Source: an optimization exercise on an open RTL-to-GDS flow (aim: small area). Production flows keep margins and buffers that such runs may drop.
Only simulation tests tie the RTL to the original design; equivalence was not proved.
The flow treats the clock pin as an ideal source, which a real chip does not have.
No activity file was given, so power comes from the tool's default toggle rates.

Design elevator_controller_top, start of the top module:
module elevator_controller_top(
    input wire clk,
    input wire rst,
    input wire call_up_0,
    input wire call_up_1,
    input wire call_down_1,
    input wire call_down_2,
    input wire select_floor_0,
    input wire select_floor_1,
    input wire select_floor_2,
    output reg [1:0] current_floor,
    output wire door_open,
    output wire moving_up,
    output wire moving_down
);
Size in the first run: ~52 flip-flops, ~14 I/O pins.
==> flow/config.mk <==
export PLATFORM = sky130hd
export DESIGN_NAME = elevator_controller_top
export DESIGN_NICKNAME = elevator_controller_top
export VERILOG_FILES = /design/flow/design.v
export SDC_FILE = /design/flow/constraint.sdc
export NUM_CORES = 4
export LEC_CHECK = 0
export CAP_MARGIN = 20
export CORE_MARGIN = 2
export CORE_UTILIZATION = 40
export SLEW_MARGIN = 20
==> flow/constraint.sdc <==
create_clock -name core_clock -period 10.0 [get_ports {clk}]
set_input_delay 2.0000 -clock core_clock [delete_from_list [all_inputs] [get_ports {clk}]]
set_output_delay 2.0000 -clock core_clock [all_outputs]
set_load 0.01 [all_outputs]
standard.sh (not shown) runs the stock make flow with config.mk's settings and CLKGATE_MAP_FILE= SYNTH_SCRIPT=/design/flow/synth_recipe.tcl, a recipe that flattens the netlist after the stock synthesis.
==> flow/flow/run.sh <==
#!/bin/bash
# The standard layout (standard.sh), with four changes that only make it smaller:
# - synthesis maps the logic with an area-oriented ABC script (flow/area.abc);
# - the port buffers are sky130_fd_sc_hd__buf_1;
# - clock tree synthesis uses clkbuf_8 buffers without dummy loads;
# - the clock tree's root buffer, which drives only the leaf buffers, is a clkbuf_2
#   (flow/post_cts.tcl).
set -euo pipefail
W=$(pwd)
export FLOW_ABC_SCRIPT=$W/flow/area.abc
bash standard.sh \
  SYNTH_SCRIPT=$W/flow/synth.tcl \
  BUFFER_PORTS_ARGS="-buffer_cell sky130_fd_sc_hd__buf_1" \
  CTS_ARGS="-sink_clustering_enable -repair_clock_nets -buf_list sky130_fd_sc_hd__clkbuf_8 -root_buf sky130_fd_sc_hd__clkbuf_8 -sink_clustering_size 60 -sink_clustering_max_diameter 300 -dont_use_dummy_load" \
  POST_CTS_TCL=$W/flow/post_cts.tcl \
  finish > $W/standard.log 2>&1
==> flow/flow/area.abc <==
&get -n
&st
&syn2
&dch -f
&nf -R 1000
&put
topo
dnsize
==> flow/flow/post_cts.tcl <==
# The clock tree's root buffer drives only the leaf clock buffers, so a small
# buffer is enough there: resize every clock buffer whose loads are all clock buffers.
foreach inst [get_cells -filter "ref_name =~ sky130_fd_sc_hd__clkbuf_*"] {
  set out [get_pins -of_objects $inst -filter "direction == output"]
  set loads [get_pins -of_objects [get_nets -of_objects $out] -filter "direction == input"]
  set all_bufs 1
  foreach p $loads {
    if { ![string match "sky130_fd_sc_hd__clkbuf_*" [get_property [get_cells -of_objects $p] ref_name]] } {
      set all_bufs 0
    }
  }
  if { $all_bufs && [llength $loads] > 0 } {
    puts "post_cts: [get_property $inst name] -> sky130_fd_sc_hd__clkbuf_2"
    replace_cell $inst sky130_fd_sc_hd__clkbuf_2
  }
}
estimate_parasitics -placement
==> flow/flow/synth.tcl <==
# The standard synthesis (synth_recipe.tcl), with ABC's technology mapping run from
# this flow's area-oriented script instead of ORFS's speed script. Registers are mapped
# before ABC runs, so they come out the same as in the standard synthesis.
proc synth {args} { yosys synth -nofsm -noshare {*}$args }
proc abc {args} {
  set i [lsearch -exact $args -script]
  if { $i >= 0 } {
    lset args [expr { $i + 1 }] $::env(FLOW_ABC_SCRIPT)
  }
  yosys abc {*}$args
}
source $::env(SCRIPTS_DIR)/synth.tcl
# left out here: clear keep_hierarchy, flatten, clean up, hide names made inside functions, write 1_2_yosys.v
Rerun with:
--- a/flow/flow/run.sh
+++ b/flow/flow/run.sh
@@ -2 +2 @@
-# The standard layout (standard.sh), with four changes that only make it smaller:
+# The standard layout (standard.sh), with three changes that only make it smaller:
@@ -5,3 +5 @@
-# - clock tree synthesis uses clkbuf_8 buffers without dummy loads;
-# - the clock tree's root buffer, which drives only the leaf buffers, is a clkbuf_2
-#   (flow/post_cts.tcl).
+# - clock tree synthesis uses clkbuf_8 buffers without dummy loads.
@@ -15 +12,0 @@
-  POST_CTS_TCL=$W/flow/post_cts.tcl \
removed: flow/flow/post_cts.tcl
The new run completed with no timing, DRC or antenna violations; non-clock buffer count is unchanged; sequential power hardly moves; wire length climbs by about 0.9%; cell count stays the same; via count climbs by 0.72%; clock-buffer cell count is unchanged; final area climbs by 0.42%; clock power climbs by about 7%; power climbs by 2.4%; register-to-register slack stays flat; clock skew hardly moves.
Rerun with:
--- a/flow/flow/run.sh
+++ b/flow/flow/run.sh
@@ -2 +2 @@
-# The standard layout (standard.sh), with three changes that only make it smaller:
+# The standard layout (standard.sh), with four changes that only make it smaller:
@@ -5 +5,3 @@
-# - clock tree synthesis uses clkbuf_8 buffers without dummy loads.
+# - clock tree synthesis uses clkbuf_8 buffers without dummy loads;
+# - the clock tree's root buffer, which drives only the leaf buffers, is a clkbuf_2
+#   (flow/post_cts.tcl).
@@ -12,0 +15 @@
+  POST_CTS_TCL=$W/flow/post_cts.tcl \
==> flow/flow/area.abc (replaced) <==
&get -n
&st
&syn2
&dc2
&dch -f
&nf -R 1000
&put
topo
dnsize
==> flow/flow/post_cts.tcl (new file) <==
# The clock tree's root buffer drives only the leaf clock buffers, so a small
# buffer is enough there: resize every clock buffer whose loads are all clock buffers.
foreach inst [get_cells -filter "ref_name =~ sky130_fd_sc_hd__clkbuf_*"] {
  set out [get_pins -of_objects $inst -filter "direction == output"]
  set loads [get_pins -of_objects [get_nets -of_objects $out] -filter "direction == input"]
  set all_bufs 1
  foreach p $loads {
    if { ![string match "sky130_fd_sc_hd__clkbuf_*" [get_property [get_cells -of_objects $p] ref_name]] } {
      set all_bufs 0
    }
  }
  if { $all_bufs && [llength $loads] > 0 } {
    puts "post_cts: [get_property $inst name] -> sky130_fd_sc_hd__clkbuf_2"
    replace_cell $inst sky130_fd_sc_hd__clkbuf_2
  }
}
estimate_parasitics -placement
Outcome: The changed run completed with no timing, DRC or antenna violations; clock power is lower by about 7%; global-route usage decreases by 0.37 points; area after synthesis drops by about 1.4%; setup slack gets worse by 0.039 ns; total power drops by about 2.3%; cell count came out lower by about 1.1%; design area went down by about 1.7%; flip-flop and latch count is unchanged; count of clock-buffer cells in the layout does not change.

-- what the ideal ports hide --
The flow's constraints put no driver on any port. The routed layouts listed below were extracted and timed again, unchanged, in two steps.
Step 1 sets driving cells, clkbuf_16 on the clock port and buf_2 on the other inputs (assumed; they add their load-dependent delay and slew).
Step 2 also shifts input and output timing later by t, the mid clock arrival at the registers, as if the neighbouring blocks saw the same clock.
a / b / c = ideal ports / drivers / drivers and shift; a / b = the first two.
run | t (ns) | setup WS [ns] | worst setup path at the end | clock arrival spread, ns
the first run | 0.402 | 6.722 / 6.698 / 7.100 | register to output | 0.025 / 0.024
the second run | 0.324 | 6.796 / 6.770 / 7.093 | register to output | 0.025 / 0.025
the third run | 0.397 | 6.757 / 6.733 / 7.130 | register to output | 0.020 / 0.020
After both steps every run listed still meets setup and hold.
